Context: an optimization exercise on an open-source flow, tuned for small area and a short achievable clock period. The choices shown serve that exercise and are no tape-out recipe.
Where RTL was checked, it was by simulation tests only, not by an equivalence proof against the original.

==> 11-27: inputs <==
==> flow/design.v <==
		module cordic_vec(clk,a0,b0,r,ang);
input signed[15:0]a0,b0;
input clk;
  output signed [15:0]r,ang;
  wire signed [15:0] a1,a2,a3,a4,a5,a6,a7,a8,a9,a10,a11,a12,a13,a14,a15,a16;
  wire signed [15:0] b1,b2,b3,b4,b5,b6,b7,b8,b9,b10,b11,b12,b13,b14,b15,b16;
  wire signed [15:0] angle_x1,angle_x2,angle_x3,angle_x4,angle_x5,angle_x6,angle_x7,angle_x8,angle_x9,angle_x10,angle_x11,angle_x12,angle_x13,angle_x14,angle_x15,angle_x16;
wire signed [15:0] v = 16'd0607;
  vec k1(clk,a0,b0,b0,4'b0,16'b0,a1,b1,angle_x1);
  vec k2(clk,a1,b1,b1,4'd1,angle_x1,a2,b2,angle_x2);
  vec k3(clk,a2,b2,b2,4'd2,angle_x2,a3,b3,angle_x3);
  vec k4(clk,a3,b3,b3,4'd3,angle_x3,a4,b4,angle_x4);
  vec k5(clk,a4,b4,b4,4'd4,angle_x4,a5,b5,angle_x5);
  vec k6(clk,a5,b5,b5,4'd5,angle_x5,a6,b6,angle_x6);
  vec k7(clk,a6,b6,b6,4'd6,angle_x6,a7,b7,angle_x7);
  vec k8(clk,a7,b7,b7,4'd7,angle_x7,a8,b8,angle_x8);
  vec k9(clk,a8,b8,b8,4'd8,angle_x8,a9,b9,angle_x9);
  vec k10(clk,a9,b9,b9,4'd9,angle_x9,a10,b10,angle_x10);
  vec k11(clk,a10,b10,b10,4'd10,angle_x10,a11,b11,angle_x11);
  vec k12(clk,a11,b11,b11,4'd11,angle_x11,a12,b12,angle_x12);
  vec k13(clk,a12,b12,b12,4'd12,angle_x12,a13,b13,angle_x13);
  vec k14(clk,a13,b13,b13,4'd13,angle_x13,a14,b14,angle_x14);
  vec k15(clk,a14,b14,b14,4'd14,angle_x14,a15,b15,angle_x15);
  vec k16(clk,a15,b15,b15,4'd15,angle_x15,a16,b16,angle_x16);
assign  r=v*a16/1000;
assign ang=angle_x16;
endmodule
  module vec(clk,a,b,z,i,angle_y,af,bf,angle_x);
    input signed [15:0]a,b,angle_y,z;
  input clk;
  input [3:0]i;
  output reg signed [15:0]af,bf,angle_x;
    wire [15:0]angle[15:0];
  assign angle[0]=16'd45000;
  assign angle[1]=16'd26570;
  assign angle[2]=16'd14040;
  assign angle[3]=16'd7130;
  assign angle[4]=16'd3580;
  assign angle[5]=16'd1790;
  assign angle[6]=16'd0895;
  assign angle[7]=16'd0448;
  assign angle[8]=16'd0224;
  assign angle[9]=16'd0112;
  assign angle[10]=16'd0056;
  assign angle[11]=16'd0028;
  assign angle[12]=16'd0013;
  assign angle[13]=16'd0007;
  assign angle[14]=16'd0003;
  assign angle[15]=16'd0001;
  always@(posedge clk)
    begin
      if(z < 0)  
   begin
     af<= a - (b>>>i);
     bf<= b + (a>>>i);
     angle_x<=angle_y-angle[i];
     end
  else
    begin
      af<=a+(b>>>i);
      bf<=b-(a>>>i);
      angle_x<=angle_y+angle[i];
      end
    end 
endmodule
==> flow/run.sh <==
#!/bin/bash
# synth_recipe.tcl (not shown) runs the flow's synth.tcl, then flattens the netlist and writes it again
# the make line also repeats each setting of config.mk as NAME=value (left out here)
make -C /OpenROAD-flow-scripts/flow DESIGN_CONFIG=/design/flow/config.mk WORK_HOME=/design/flow/orfs CLKGATE_MAP_FILE= SYNTH_SCRIPT=/design/flow/synth_recipe.tcl finish
==> flow/config.mk <==
export PLATFORM = sky130hd
export DESIGN_NAME = cordic_vec
export DESIGN_NICKNAME = cordic_vec
export VERILOG_FILES = /design/flow/design.v
export SDC_FILE = /design/flow/constraint.sdc
export NUM_CORES = 4
export LEC_CHECK = 0
export CAP_MARGIN = 20
export CORE_MARGIN = 2
export CORE_UTILIZATION = 40
export SLEW_MARGIN = 20
==> flow/constraint.sdc <==
create_clock -name core_clock -period 32.0 [get_ports {clk}]
set_input_delay 6.4000 -clock core_clock [delete_from_list [all_inputs] [get_ports {clk}]]
set_output_delay 6.4000 -clock core_clock [all_outputs]
set_load 0.01 [all_outputs]
==> inputs of 12-07, as changes to 11-27 <==
==> flow/design.v, changed modules only <==
module rca #(parameter W = 16) (
  input  [W-1:0] a, b,
  input          ci,
  output [W-1:0] s
);
  wire [W:0] c;
  assign c[0] = ci;
  genvar j;
  generate
    for (j = 0; j < W; j = j + 1) begin : b_
      assign s[j] = a[j] ^ b[j] ^ c[j];
      assign c[j+1] = (a[j] & b[j]) | (c[j] & (a[j] ^ b[j]));
    end
  endgenerate
endmodule
module cstage #(parameter I = 0) (
  input  [15:0] x, y,
  output [15:0] xn, yn
);
  wire d = y[15];
  wire [15:0] ys = $signed(y) >>> I;
  wire [15:0] xs = $signed(x) >>> I;
  rca #(16) ax (.a(x), .b(ys ^ {16{d}}),  .ci(d),  .s(xn));
  rca #(16) ay (.a(y), .b(xs ^ {16{~d}}), .ci(~d), .s(yn));
endmodule
module cordic_vec(clk,a0,b0,r,ang);
  input signed [15:0] a0,b0;
  input clk;
  output signed [15:0] r,ang;
  reg [15:0] x0r, y0r;
  always @(posedge clk) begin
    x0r <= a0;
    y0r <= b0;
  end
  genvar k;
  generate
    for (k = 1; k <= 11; k = k + 1) begin : st
      wire [15:0] xi, yi, xo, yo;
      wire [k-1:0] di;
      reg [15:0] x, y;
      reg [k-1:0] d;
      if (k == 1) begin : f
        assign xi = x0r;
        assign yi = y0r;
      end else begin : n
        assign xi = st[k-1].x;
        assign yi = st[k-1].y;
        assign di[k-2:0] = st[k-1].d;
      end
      assign di[k-1] = yi[15];
      cstage #(k-1) cs (.x(xi), .y(yi), .xn(xo), .yn(yo));
      always @(posedge clk) begin
        x <= xo;
        y <= yo;
        d <= di;
      end
    end
  endgenerate
  wire [15:0] x12, y12, x13, y13;
  cstage #(11) c11 (.x(st[11].x), .y(st[11].y), .xn(x12), .yn(y12));
  cstage #(12) c12 (.x(x12), .y(y12), .xn(x13), .yn(y13));
  reg [15:0] x13r, y13r;
  reg [12:0] d13r;
  always @(posedge clk) begin
    x13r <= x13;
    y13r <= y13;
    d13r <= {y12[15], st[11].y[15], st[11].d};
  end
  wire [15:0] x14, y14, x15, y15;
  cstage #(13) c13 (.x(x13r), .y(y13r), .xn(x14), .yn(y14));
  cstage #(14) c14 (.x(x14), .y(y14), .xn(x15), .yn(y15));
  wire [15:0] x16 = x15 + {15'd0, y15[15]};
  reg [15:0] x16r;
  reg [15:0] dr;
  always @(posedge clk) begin
    x16r <= x16;
    dr <= {y15[15], y14[15], y13r[15], d13r};
  end
  wire neg = x16r[15];
  wire [14:0] u = x16r[14:0] ^ {15{neg}};
  wire [18:0] t9 = {4'd0, u} + {1'b0, u, 3'd0};
  wire [15:0] zs = 16'd34361
    + ({16{dr[0]}}  & 16'd41072) + ({16{dr[1]}}  & 16'd12396)
    + ({16{dr[2]}}  & 16'd37456) + ({16{dr[3]}}  & 16'd51276)
    + ({16{dr[4]}}  & 16'd58376) + ({16{dr[5]}}  & 16'd61956)
    + ({16{dr[6]}}  & 16'd63746) + ({16{dr[7]}}  & 16'd64640)
    + ({16{dr[8]}}  & 16'd65088) + ({16{dr[9]}}  & 16'd65312)
    + ({16{dr[10]}} & 16'd65424) + ({16{dr[11]}} & 16'd65480)
    + ({16{dr[12]}} & 16'd65510) + ({16{dr[13]}} & 16'd65522)
    + ({16{dr[14]}} & 16'd65530) + ({16{dr[15]}} & 16'd65534);
  reg [18:0] t9r;
  reg negr;
  reg [15:0] zr;
  always @(posedge clk) begin
    t9r <= t9;
    negr <= neg;
    zr <= zs;
  end
  wire [21:0] t45 = {3'd0, t9r} + {1'b0, t9r, 2'd0};
  wire signed [29:0] s = $signed({11'd0, t9r})
                       + $signed({7'd0, t9r, 4'd0})
                       + $signed({5'd0, t9r, 6'd0})
                       + $signed({1'd0, t9r, 10'd0})
                       + $signed({17'd0, t45[21:9]})
                       + (negr ? -30'sd6426 : 30'sd8);
  reg [15:0] rr, angr;
  always @(posedge clk) begin
    rr <= s[29:14] ^ {16{negr}};
    angr <= zr;
  end
  assign r = rr;
  assign ang = angr;
endmodule
// module vec removed
==> impl_metrics.env <==
export IMPL_path_buf_inv=1
export IMPL_post_place_ws_ps=17570
export IMPL_rows=102
export IMPL_r2r_start="st[11].y[15]"
export IMPL_worstHoldStart="zr[12]"
export IMPL_syn_area_per_cell_um2=11.8
export IMPL_gr_usage_met3_pct=2.49
export IMPL_viasPerCell=4.22
export IMPL_dr_wl_met3_mm=1.82
export IMPL_synthCells=2658
export IMPL_status="finished clean"
export IMPL_m1WireLength_mm=20.5
That was 12-07.
==> impl_metrics.env <==
export IMPL_syn_area_per_cell_um2=8.87
export IMPL_rows=135
export IMPL_path_buf_inv=6
export IMPL_viasPerCell=5.06
export IMPL_r2r_start="k13.bf[15]"
export IMPL_synthCells=6109
export IMPL_worstHoldStart="k9.angle_x[1]"
export IMPL_status="finished clean"
export IMPL_gr_usage_met3_pct=2.18
That was 11-27.
Function was not checked in any run of this note: the RTL went through the layout flow alone.

==> job 6184: inputs <==
cordic_vec, a different RTL version from the one above (not shown whole).
Settings: LEC_CHECK=0, CAP_MARGIN=20, CORE_MARGIN=2, CORE_UTILIZATION=40, CTS_CLUSTER_DIAMETER=120, CTS_CLUSTER_SIZE=30, SLEW_MARGIN=20; clock period 32.0 ns.
standard.sh (not shown) runs the stock make flow with config.mk's settings and CLKGATE_MAP_FILE= SYNTH_SCRIPT=/design/flow/synth_recipe.tcl, a recipe that flattens the netlist after the stock synthesis.
==> flow/flow/run.sh <==
#!/bin/bash
# The standard layout with two changes:
#  1. after the standard synthesis, flow/polarity.py re-balances the
#     inverters around full adders and XOR gates (each full adder may work on
#     complemented values, each XOR may become an XNOR); registers and all
#     other cells are untouched;
#  2. flip-flops that drive 8 or more loads get the 4x drive strength;
#  3. the port buffers are plain buffers (sky130_fd_sc_hd__buf_1) instead of
#     the delay cells buffer_ports picks by default.
set -euo pipefail
R=orfs/results/sky130hd/cordic_vec/base
bash standard.sh synth > standard_synth.log 2>&1
cp $R/1_2_yosys.v $R/1_2_yosys.standard.v
python3 flow/polarity.py $R/1_2_yosys.standard.v $R/1_2_yosys.v > polarity.log 2>&1
rm -f $R/1_synth.odb $R/1_synth.sdc
bash standard.sh "BUFFER_PORTS_ARGS=-buffer_cell sky130_fd_sc_hd__buf_1" finish > standard_flow.log 2>&1
Other scripts of this flow, unchanged in this note and not shown: flow/flow/polarity.py
==> job 1503: changes against job 6184 <==
CORE_UTILIZATION = 60   (was 40)
==> qor summary <==
metric                                            job 6184     job 1503
Met3 Track Usage GR                                 1.698%       2.088%
DRT Wirelength                                   40,980 µm    41,770 µm
Final design instance area without fill        0.02947 mm²  0.02911 mm²
Critical register-to-register path startpoint       n0r[0]  st[9].w[15]
Placeable core region                          0.06847 mm²  0.04538 mm²
F_max                                            133.9 MHz    134.0 MHz
Count of filler cells inserted in the layout         6,322        3,484
Final worst path period share                       23.34%       23.33%
Status                    no timing/DRC/antenna violations  no timing/DRC/antenna violations
Crit path time final                              7.470 ns     7.465 ns

==> inputs of v37 <==
cordic_vec, a different RTL version from the one above (not shown whole).
## cordic_vec
module cordic_vec(clk,a0,b0,r,ang);
  input signed [15:0] a0,b0;
  input clk;
  output signed [15:0] r,ang;
  reg signed [15:0] x0r, y0r;
  always @(posedge clk) begin
    x0r <= a0;
    y0r <= b0;
  end
  genvar k;
  generate
    for (k = 1; k <= 12; k = k + 1) begin : st
      wire signed [15:0] xi, yi;
      wire [k-1:0] di;
      reg signed [15:0] x, y;
      reg [k-1:0] d;
      if (k == 1) begin : f
        assign xi = x0r;
        assign yi = y0r;
      end else begin : n
        assign xi = st[k-1].x;
        assign yi = st[k-1].y;
        assign di[k-2:0] = st[k-1].d;
      end
      assign di[k-1] = yi[15];
      always @(posedge clk) begin
        if (yi[15]) begin
          x <= xi - (yi >>> (k-1));
          y <= yi + (xi >>> (k-1));
        end else begin
          x <= xi + (yi >>> (k-1));
          y <= yi - (xi >>> (k-1));
        end
        d <= di;
      end
    end
  endgenerate
  wire signed [15:0] x12 = st[12].x, y12 = st[12].y;
  wire d12 = y12[15];
  wire signed [15:0] x13 = d12 ? x12 - (y12 >>> 12) : x12 + (y12 >>> 12);
  wire signed [15:0] y13 = d12 ? y12 + (x12 >>> 12) : y12 - (x12 >>> 12);
  wire d13 = y13[15];
  wire signed [15:0] x14 = d13 ? x13 - (y13 >>> 13) : x13 + (y13 >>> 13);
  wire signed [15:0] y14 = d13 ? y13 + (x13 >>> 13) : y13 - (x13 >>> 13);
  wire d14 = y14[15];
  wire signed [15:0] x15 = d14 ? x14 - (y14 >>> 14) : x14 + (y14 >>> 14);
  wire signed [15:0] y15 = d14 ? y14 + (x14 >>> 14) : y14 - (x14 >>> 14);
  reg signed [15:0] x15r;
  reg [15:0] dr;
  always @(posedge clk) begin
    x15r <= x15;
    dr <= {y15[15], d14, d13, d12, st[12].d};
  end
  wire [15:0] x16 = x15r + {15'd0, dr[15]};
  wire neg = x16[15];
  wire [14:0] u = x16[14:0] ^ {15{neg}};
  wire [18:0] t9 = {4'd0, u} + {1'b0, u, 3'd0};
  wire [15:0] zs = 16'd34361
    + ({16{dr[0]}}  & 16'd41072) + ({16{dr[1]}}  & 16'd12396)
    + ({16{dr[2]}}  & 16'd37456) + ({16{dr[3]}}  & 16'd51276)
    + ({16{dr[4]}}  & 16'd58376) + ({16{dr[5]}}  & 16'd61956)
    + ({16{dr[6]}}  & 16'd63746) + ({16{dr[7]}}  & 16'd64640)
    + ({16{dr[8]}}  & 16'd65088) + ({16{dr[9]}}  & 16'd65312)
  ...
==> module cordic_vec, before the edit <==
module cordic_vec(clk,a0,b0,r,ang);
  input signed [15:0] a0,b0;
  input clk;
  output signed [15:0] r,ang;
  reg signed [15:0] x0r, y0r;
  always @(posedge clk) begin
    x0r <= a0;
    y0r <= b0;
  end
  genvar k;
  generate
    for (k = 1; k <= 12; k = k + 1) begin : st
      wire signed [15:0] xi, yi;
      wire [k-1:0] di;
      reg signed [15:0] x, y;
      reg [k-1:0] d;
      if (k == 1) begin : f
        assign xi = x0r;
        assign yi = y0r;
      end else begin : n
        assign xi = st[k-1].x;
        assign yi = st[k-1].y;
        assign di[k-2:0] = st[k-1].d;
      end
      assign di[k-1] = yi[15];
      always @(posedge clk) begin
        if (yi[15]) begin
          x <= xi - (yi >>> (k-1));
          y <= yi + (xi >>> (k-1));
        end else begin
          x <= xi + (yi >>> (k-1));
          y <= yi - (xi >>> (k-1));
        end
        d <= di;
      end
    end
  endgenerate
  wire signed [15:0] x12 = st[12].x, y12 = st[12].y;
  wire d12 = y12[15];
  wire signed [15:0] x13 = d12 ? x12 - (y12 >>> 12) : x12 + (y12 >>> 12);
  wire signed [15:0] y13 = d12 ? y12 + (x12 >>> 12) : y12 - (x12 >>> 12);
  wire d13 = y13[15];
  wire signed [15:0] x14 = d13 ? x13 - (y13 >>> 13) : x13 + (y13 >>> 13);
  wire signed [15:0] y14 = d13 ? y13 + (x13 >>> 13) : y13 - (x13 >>> 13);
  wire d14 = y14[15];
  wire signed [15:0] x15 = d14 ? x14 - (y14 >>> 14) : x14 + (y14 >>> 14);
  wire signed [15:0] y15 = d14 ? y14 + (x14 >>> 14) : y14 - (x14 >>> 14);
  reg signed [15:0] x15r;
  reg [15:0] dr;
  always @(posedge clk) begin
    x15r <= x15;
    dr <= {y15[15], d14, d13, d12, st[12].d};
  end
  wire [15:0] x16 = x15r + {15'd0, dr[15]};
  wire neg = x16[15];
  wire [14:0] u = x16[14:0] ^ {15{neg}};
  wire [18:0] t9 = {4'd0, u} + {1'b0, u, 3'd0};
  wire [15:0] zs = 16'd34361
    + ({16{dr[0]}}  & 16'd41072) + ({16{dr[1]}}  & 16'd12396)
    + ({16{dr[2]}}  & 16'd37456) + ({16{dr[3]}}  & 16'd51276)
    + ({16{dr[4]}}  & 16'd58376) + ({16{dr[5]}}  & 16'd61956)
    + ({16{dr[6]}}  & 16'd63746) + ({16{dr[7]}}  & 16'd64640)
    + ({16{dr[8]}}  & 16'd65088) + ({16{dr[9]}}  & 16'd65312)
    + ({16{dr[10]}} & 16'd65424) + ({16{dr[11]}} & 16'd65480)
    + ({16{dr[12]}} & 16'd65510) + ({16{dr[13]}} & 16'd65522)
    + ({16{dr[14]}} & 16'd65530) + ({16{dr[15]}} & 16'd65534);
  reg [18:0] t9r;
  reg negr;
  reg [15:0] zr;
  always @(posedge clk) begin
    t9r <= t9;
    negr <= neg;
    zr <= zs;
  end
  wire [24:0] t585 = {6'd0, t9r} + {t9r, 6'd0};
  wire [28:0] w = {4'd0, t585} + {t585, 4'd0};
  wire [21:0] t45 = {3'd0, t9r} + {1'b0, t9r, 2'd0};
  wire signed [29:0] s = $signed({1'b0, w}) + $signed({17'd0, t45[21:9]})
                       + (negr ? -30'sd6426 : 30'sd8);
  reg [15:0] rr, angr;
  always @(posedge clk) begin
    rr <= s[29:14] ^ {16{negr}};
    angr <= zr;
  end
  assign r = rr;
  assign ang = angr;
endmodule
Settings: LEC_CHECK=0, CAP_MARGIN=20, CORE_MARGIN=2, CORE_UTILIZATION=40, SLEW_MARGIN=20; clock period 32.0 ns.
run.sh (not shown) runs the stock make flow with config.mk's settings and CLKGATE_MAP_FILE= SYNTH_SCRIPT=/design/flow/synth_recipe.tcl, a recipe that flattens the netlist after the stock synthesis.
Stock flow here: none of the scripts above is used.
==> v29: changes against v37 <==
==> flow/design.v, changed modules only <==
module rca #(parameter W = 16) (
  input  [W-1:0] a, b,
  input          ci,
  output [W-1:0] s
);
  wire [W:0] c;
  assign c[0] = ci;
  genvar j;
  generate
    for (j = 0; j < W; j = j + 1) begin : b_
      assign s[j] = a[j] ^ b[j] ^ c[j];
      assign c[j+1] = (a[j] & b[j]) | (c[j] & (a[j] ^ b[j]));
    end
  endgenerate
endmodule
module cstage #(parameter I = 0) (
  input  [15:0] x, y,
  output [15:0] xn, yn
);
  wire d = y[15];
  wire [15:0] ys = $signed(y) >>> I;
  wire [15:0] xs = $signed(x) >>> I;
  rca #(16) ax (.a(x), .b(ys ^ {16{d}}),  .ci(d),  .s(xn));
  rca #(16) ay (.a(y), .b(xs ^ {16{~d}}), .ci(~d), .s(yn));
endmodule
module cstage_late #(parameter I = 11) (
  input  [15:0] x, y,
  output [15:0] xn, yn
);
  localparam L = 16 - I;   
  wire d = y[15];
  wire [L-2:0] ox = y[14:I] ^ {(L-1){d}};
  wire [I:0] xu = x[15:L-1];
  wire [I:0] fx;
  wire [L-1:0] oy = x[15:I] ^ {L{~d}};
  wire [L:0] yl = {1'b0, y[L-1:0]} + {1'b0, oy} + {{L{1'b0}}, ~d};
  wire e = oy[L-1];
  wire inc = yl[L] & ~e;
  wire dec = ~yl[L] & e;
  wire [I-1:0] yu = y[15:L];
  wire [I-1:0] fy;
  genvar j;
  generate
    for (j = 0; j < I; j = j + 1) begin : f
      if (j == 0) begin : z
        assign fy[j] = inc | dec;
      end else begin : o
        assign fy[j] = (inc & (&yu[j-1:0])) | (dec & ~(|yu[j-1:0]));
      end
    end
  endgenerate
  assign yn = {yu ^ fy, yl[L-1:0]};
  wire [L-1:0] xs = {1'b0, x[L-2:0]} + {1'b0, ox} + {{(L-1){1'b0}}, d};
  wire c = xs[L-1];
  generate
    for (j = 0; j <= I; j = j + 1) begin : g
      if (j == 0) begin : z
        assign fx[j] = c;
      end else begin : o
        assign fx[j] = c & (&xu[j-1:0]);
      end
    end
  endgenerate
  assign xn = {xu ^ fx, xs[L-2:0]};
endmodule
module cordic_vec(clk,a0,b0,r,ang);
  input signed [15:0] a0,b0;
  input clk;
  output signed [15:0] r,ang;
  reg [15:0] x0r, y0r;
  always @(posedge clk) begin
    x0r <= a0;
    y0r <= b0;
  end
  genvar k;
  generate
    for (k = 1; k <= 11; k = k + 1) begin : st
      wire [15:0] xi, yi, xo, yo;
      wire [k-1:0] di;
      reg [15:0] x, y;
      reg [k-1:0] d;
      if (k == 1) begin : f
        assign xi = x0r;
        assign yi = y0r;
      end else begin : n
        assign xi = st[k-1].x;
        assign yi = st[k-1].y;
        assign di[k-2:0] = st[k-1].d;
      end
      assign di[k-1] = yi[15];
      cstage #(k-1) cs (.x(xi), .y(yi), .xn(xo), .yn(yo));
      always @(posedge clk) begin
        x <= xo;
        y <= yo;
        d <= di;
      end
    end
  endgenerate
  wire [15:0] x12, y12, x13, y13;
  cstage_late #(11) c11 (.x(st[11].x), .y(st[11].y), .xn(x12), .yn(y12));
  cstage_late #(12) c12 (.x(x12), .y(y12), .xn(x13), .yn(y13));
  reg [15:0] x13r, y13r;
  reg [12:0] d13r;
  always @(posedge clk) begin
    x13r <= x13;
    y13r <= y13;
    d13r <= {y12[15], st[11].y[15], st[11].d};
  end
  wire [15:0] x14, y14, x15, y15;
  cstage_late #(13) c13 (.x(x13r), .y(y13r), .xn(x14), .yn(y14));
  cstage_late #(14) c14 (.x(x14), .y(y14), .xn(x15), .yn(y15));
  wire [15:0] x16 = x15 + {15'd0, y15[15]};
  reg [15:0] x16r;
  reg [15:0] dr;
  always @(posedge clk) begin
    x16r <= x16;
    dr <= {y15[15], y14[15], y13r[15], d13r};
  end
  wire neg = x16r[15];
  wire [14:0] u = x16r[14:0] ^ {15{neg}};
  wire [18:0] t9 = {4'd0, u} + {1'b0, u, 3'd0};
  wire [15:0] zs = 16'd34361
    + ({16{dr[0]}}  & 16'd41072) + ({16{dr[1]}}  & 16'd12396)
    + ({16{dr[2]}}  & 16'd37456) + ({16{dr[3]}}  & 16'd51276)
    + ({16{dr[4]}}  & 16'd58376) + ({16{dr[5]}}  & 16'd61956)
    + ({16{dr[6]}}  & 16'd63746) + ({16{dr[7]}}  & 16'd64640)
    + ({16{dr[8]}}  & 16'd65088) + ({16{dr[9]}}  & 16'd65312)
    + ({16{dr[10]}} & 16'd65424) + ({16{dr[11]}} & 16'd65480)
    + ({16{dr[12]}} & 16'd65510) + ({16{dr[13]}} & 16'd65522)
    + ({16{dr[14]}} & 16'd65530) + ({16{dr[15]}} & 16'd65534);
  reg [18:0] t9r;
  reg negr;
  reg [15:0] zr;
  always @(posedge clk) begin
    t9r <= t9;
    negr <= neg;
    zr <= zs;
  end
  wire [21:0] t45 = {3'd0, t9r} + {1'b0, t9r, 2'd0};
  wire signed [29:0] s = $signed({11'd0, t9r})
                       + $signed({7'd0, t9r, 4'd0})
                       + $signed({5'd0, t9r, 6'd0})
                       + $signed({1'd0, t9r, 10'd0})
                       + $signed({17'd0, t45[21:9]})
                       + (negr ? -30'sd6426 : 30'sd8);
  reg [15:0] rr, angr;
  always @(posedge clk) begin
    rr <= s[29:14] ^ {16{negr}};
    angr <= zr;
  end
  assign r = rr;
  assign ang = angr;
endmodule
==> v7: changes against v37 <==
==> flow/design.v, changed modules only <==
module rca #(parameter W = 16) (
  input  [W-1:0] a, b,
  input          ci,
  output [W-1:0] s
);
  wire [W:0] c;
  assign c[0] = ci;
  genvar j;
  generate
    for (j = 0; j < W; j = j + 1) begin : b_
      assign s[j] = a[j] ^ b[j] ^ c[j];
      assign c[j+1] = (a[j] & b[j]) | (c[j] & (a[j] ^ b[j]));
    end
  endgenerate
endmodule
module cstage #(parameter I = 0) (
  input  [15:0] x, y,
  output [15:0] xn, yn
);
  wire d = y[15];
  wire [31:0] ye = {{16{y[15]}}, y};
  wire [31:0] xe = {{16{x[15]}}, x};
  wire [15:0] ys = ye[15+I:I];
  wire [15:0] xs = xe[15+I:I];
  rca #(16) ax (.a(x), .b(ys ^ {16{d}}),  .ci(d),  .s(xn));
  rca #(16) ay (.a(y), .b(xs ^ {16{~d}}), .ci(~d), .s(yn));
endmodule
module cstage_late #(parameter I = 11) (
  input  [15:0] x, y,
  output [15:0] xn, yn
);
  localparam L = 16 - I;   
  wire d = y[15];
  wire [L-2:0] ox = y[14:I] ^ {(L-1){d}};
  wire [I:0] xu = x[15:L-1];
  wire [I:0] fx;
  wire [L-1:0] oy = x[15:I] ^ {L{~d}};
  wire [L:0] yl = {1'b0, y[L-1:0]} + {1'b0, oy} + {{L{1'b0}}, ~d};
  wire e = oy[L-1];
  wire inc = yl[L] & ~e;
  wire dec = ~yl[L] & e;
  wire [I-1:0] yu = y[15:L];
  wire [I-1:0] fy;
  genvar j;
  generate
    for (j = 0; j < I; j = j + 1) begin : f
      if (j == 0) begin : z
        assign fy[j] = inc | dec;
      end else begin : o
        assign fy[j] = (inc & (&yu[j-1:0])) | (dec & ~(|yu[j-1:0]));
      end
    end
  endgenerate
  assign yn = {yu ^ fy, yl[L-1:0]};
  wire [L-1:0] xs = {1'b0, x[L-2:0]} + {1'b0, ox} + {{(L-1){1'b0}}, d};
  wire c = xs[L-1];
  generate
    for (j = 0; j <= I; j = j + 1) begin : g
      if (j == 0) begin : z
        assign fx[j] = c;
      end else begin : o
        assign fx[j] = c & (&xu[j-1:0]);
      end
    end
  endgenerate
  assign xn = {xu ^ fx, xs[L-2:0]};
endmodule
module cordic_vec(clk,a0,b0,r,ang);
  input signed [15:0] a0,b0;
  input clk;
  output signed [15:0] r,ang;
  reg [15:0] x0r, y0r;
  always @(posedge clk) begin
    x0r <= a0;
    y0r <= b0;
  end
  genvar k;
  generate
    for (k = 1; k <= 11; k = k + 1) begin : st
      wire [15:0] xi, yi, xo, yo;
      wire [k-1:0] di;
      reg [15:0] x, y;
      reg [k-1:0] d;
      if (k == 1) begin : f
        assign xi = x0r;
        assign yi = y0r;
      end else begin : n
        assign xi = st[k-1].x;
        assign yi = st[k-1].y;
        assign di[k-2:0] = st[k-1].d;
      end
      assign di[k-1] = yi[15];
      cstage #(k-1) cs (.x(xi), .y(yi), .xn(xo), .yn(yo));
      always @(posedge clk) begin
        x <= xo;
        y <= yo;
        d <= di;
      end
    end
  endgenerate
  wire [15:0] x12, y12, x13, y13;
  cstage_late #(11) c11 (.x(st[11].x), .y(st[11].y), .xn(x12), .yn(y12));
  cstage_late #(12) c12 (.x(x12), .y(y12), .xn(x13), .yn(y13));
  reg [15:0] x13r, y13r;
  reg [12:0] d13r;
  always @(posedge clk) begin
    x13r <= x13;
    y13r <= y13;
    d13r <= {y12[15], st[11].y[15], st[11].d};
  end
  wire [15:0] x14, y14, x15, y15;
  cstage_late #(13) c13 (.x(x13r), .y(y13r), .xn(x14), .yn(y14));
  cstage_late #(14) c14 (.x(x14), .y(y14), .xn(x15), .yn(y15));
  wire [15:0] x16 = x15 + {15'd0, y15[15]};
  reg [15:0] x16r;
  reg [15:0] dr;
  always @(posedge clk) begin
    x16r <= x16;
    dr <= {y15[15], y14[15], y13r[15], d13r};
  end
  wire neg = x16r[15];
  wire [14:0] u = x16r[14:0] ^ {15{neg}};
  wire [18:0] t9 = {4'd0, u} + {1'b0, u, 3'd0};
  wire [15:0] zs = 16'd34361
    + ({16{dr[0]}}  & 16'd41072) + ({16{dr[1]}}  & 16'd12396)
    + ({16{dr[2]}}  & 16'd37456) + ({16{dr[3]}}  & 16'd51276)
    + ({16{dr[4]}}  & 16'd58376) + ({16{dr[5]}}  & 16'd61956)
    + ({16{dr[6]}}  & 16'd63746) + ({16{dr[7]}}  & 16'd64640)
    + ({16{dr[8]}}  & 16'd65088) + ({16{dr[9]}}  & 16'd65312)
    + ({16{dr[10]}} & 16'd65424) + ({16{dr[11]}} & 16'd65480)
    + ({16{dr[12]}} & 16'd65510) + ({16{dr[13]}} & 16'd65522)
    + ({16{dr[14]}} & 16'd65530) + ({16{dr[15]}} & 16'd65534);
  reg [18:0] t9r;
  reg negr;
  reg [15:0] zr;
  always @(posedge clk) begin
    t9r <= t9;
    negr <= neg;
    zr <= zs;
  end
  wire [21:0] t45 = {3'd0, t9r} + {1'b0, t9r, 2'd0};
  wire [29:0] s = {11'd0, t9r} + {7'd0, t9r, 4'd0} + {5'd0, t9r, 6'd0}
                + {1'd0, t9r, 10'd0} + {17'd0, t45[21:9]}
                + (negr ? 30'h3fffe6e6 : 30'd8);
  reg [15:0] rr, angr;
  always @(posedge clk) begin
    rr <= s[29:14] ^ {16{negr}};
    angr <= zr;
  end
  assign r = rr;
  assign ang = angr;
endmodule
==> notes.md <==
quantity                                                                      v29                      v37                                v7
Status                                           no timing/DRC/antenna violations  no timing/DRC/antenna violations  no timing/DRC/antenna violations
Global-route wire length before repair                                   90.39 mm                 148.5 mm                          90.92 mm
Number of clock-tree buffers in the layout                                     90                       93                                83
Worst path depth                                                                1                       36                                 1
Mean post-synth cell area                                              11.11 um^2               8.874 um^2                        11.13 um^2
Setup crit end kind                                                   output port                flip-flop                       output port
Timing endpoint of the critical path                                       ang[3]                   dr[15]                            ang[9]
Worst R2R Setup Slack                                                    24.41 ns                 22.59 ns                          24.72 ns
# fillers                                                                    7569                    10380                              7516
Post-synth cell types                                                          78                       89                                90
Multi-input gate share of the layout cell area                             0.4808                   0.6055                            0.4823
Critical Path Source                                                      angr[3]             st[12].x[14]                           angr[9]
Synth Area in Simple Gates                                                0.04619                   0.1110                           0.04885
Horizontal die dimension                                                 287.9 um                 331.2 um                          288.0 um
Routed length on met1                                                    22.94 mm                 44.31 mm                          23.12 mm
Critical path required time                                              25.60 ns                 32.55 ns                          25.60 ns
Critical-path cell with the highest stage delay  sky130_fd_sc_hd__clkdlybuf4s50_1  sky130_fd_sc_hd__xor2_1  sky130_fd_sc_hd__clkdlybuf4s50_1
Function not checked in v37 and v29: the RTL went through the layout flow alone.

## re-timing with driven ports
No port has a modelled driver above. Below, the same layouts with a new extraction and two added sets of constraints. Step 1: set_driving_cell puts a clkbuf_16 on clk and a buf_2 on each other input, an assumption about the parent block. Step 2 times the ports against the registers' clock, not the clock port: input delays grow and output delays shrink by t, the midpoint of the rising clock arrivals with the driver on. Slacks: ideal / step 1 / step 2; pairs: ideal / step 1.
run | t (ns) | setup WS [ns] | worst setup path at the end | slew at the worst register clock pin (ns) | worst slew at a driven data input, ns
11-27 | 0.712 | 3.084 / 3.015 / 3.726 | register to output | 0.07 / 0.07 | 0.04
12-07 | 0.666 | 17.667 / 17.667 / 17.667 | register to register | 0.06 / 0.06 | 0.04
job 6184 | 0.639 | 24.530 / 24.475 / 24.892 | register to register | 0.11 / 0.11 | 0.04
job 1503 | 0.647 | 24.535 / 24.480 / 24.496 | input to register | 0.11 / 0.11 | 0.04
v37 | 0.685 | 22.590 / 22.590 / 22.590 | register to register | 0.06 / 0.06 | 0.04
v29 | 0.663 | 24.153 / 24.097 / 24.412 | register to register | 0.06 / 0.06 | 0.05
v7 | 0.666 | 24.144 / 24.084 / 24.715 | register to register | 0.06 / 0.06 | 0.03
After both steps every run listed still meets setup and hold. For job 1503, which loses most, drivers alone change the setup slack by -0.055 ns; drivers and shift together by -0.039 ns.
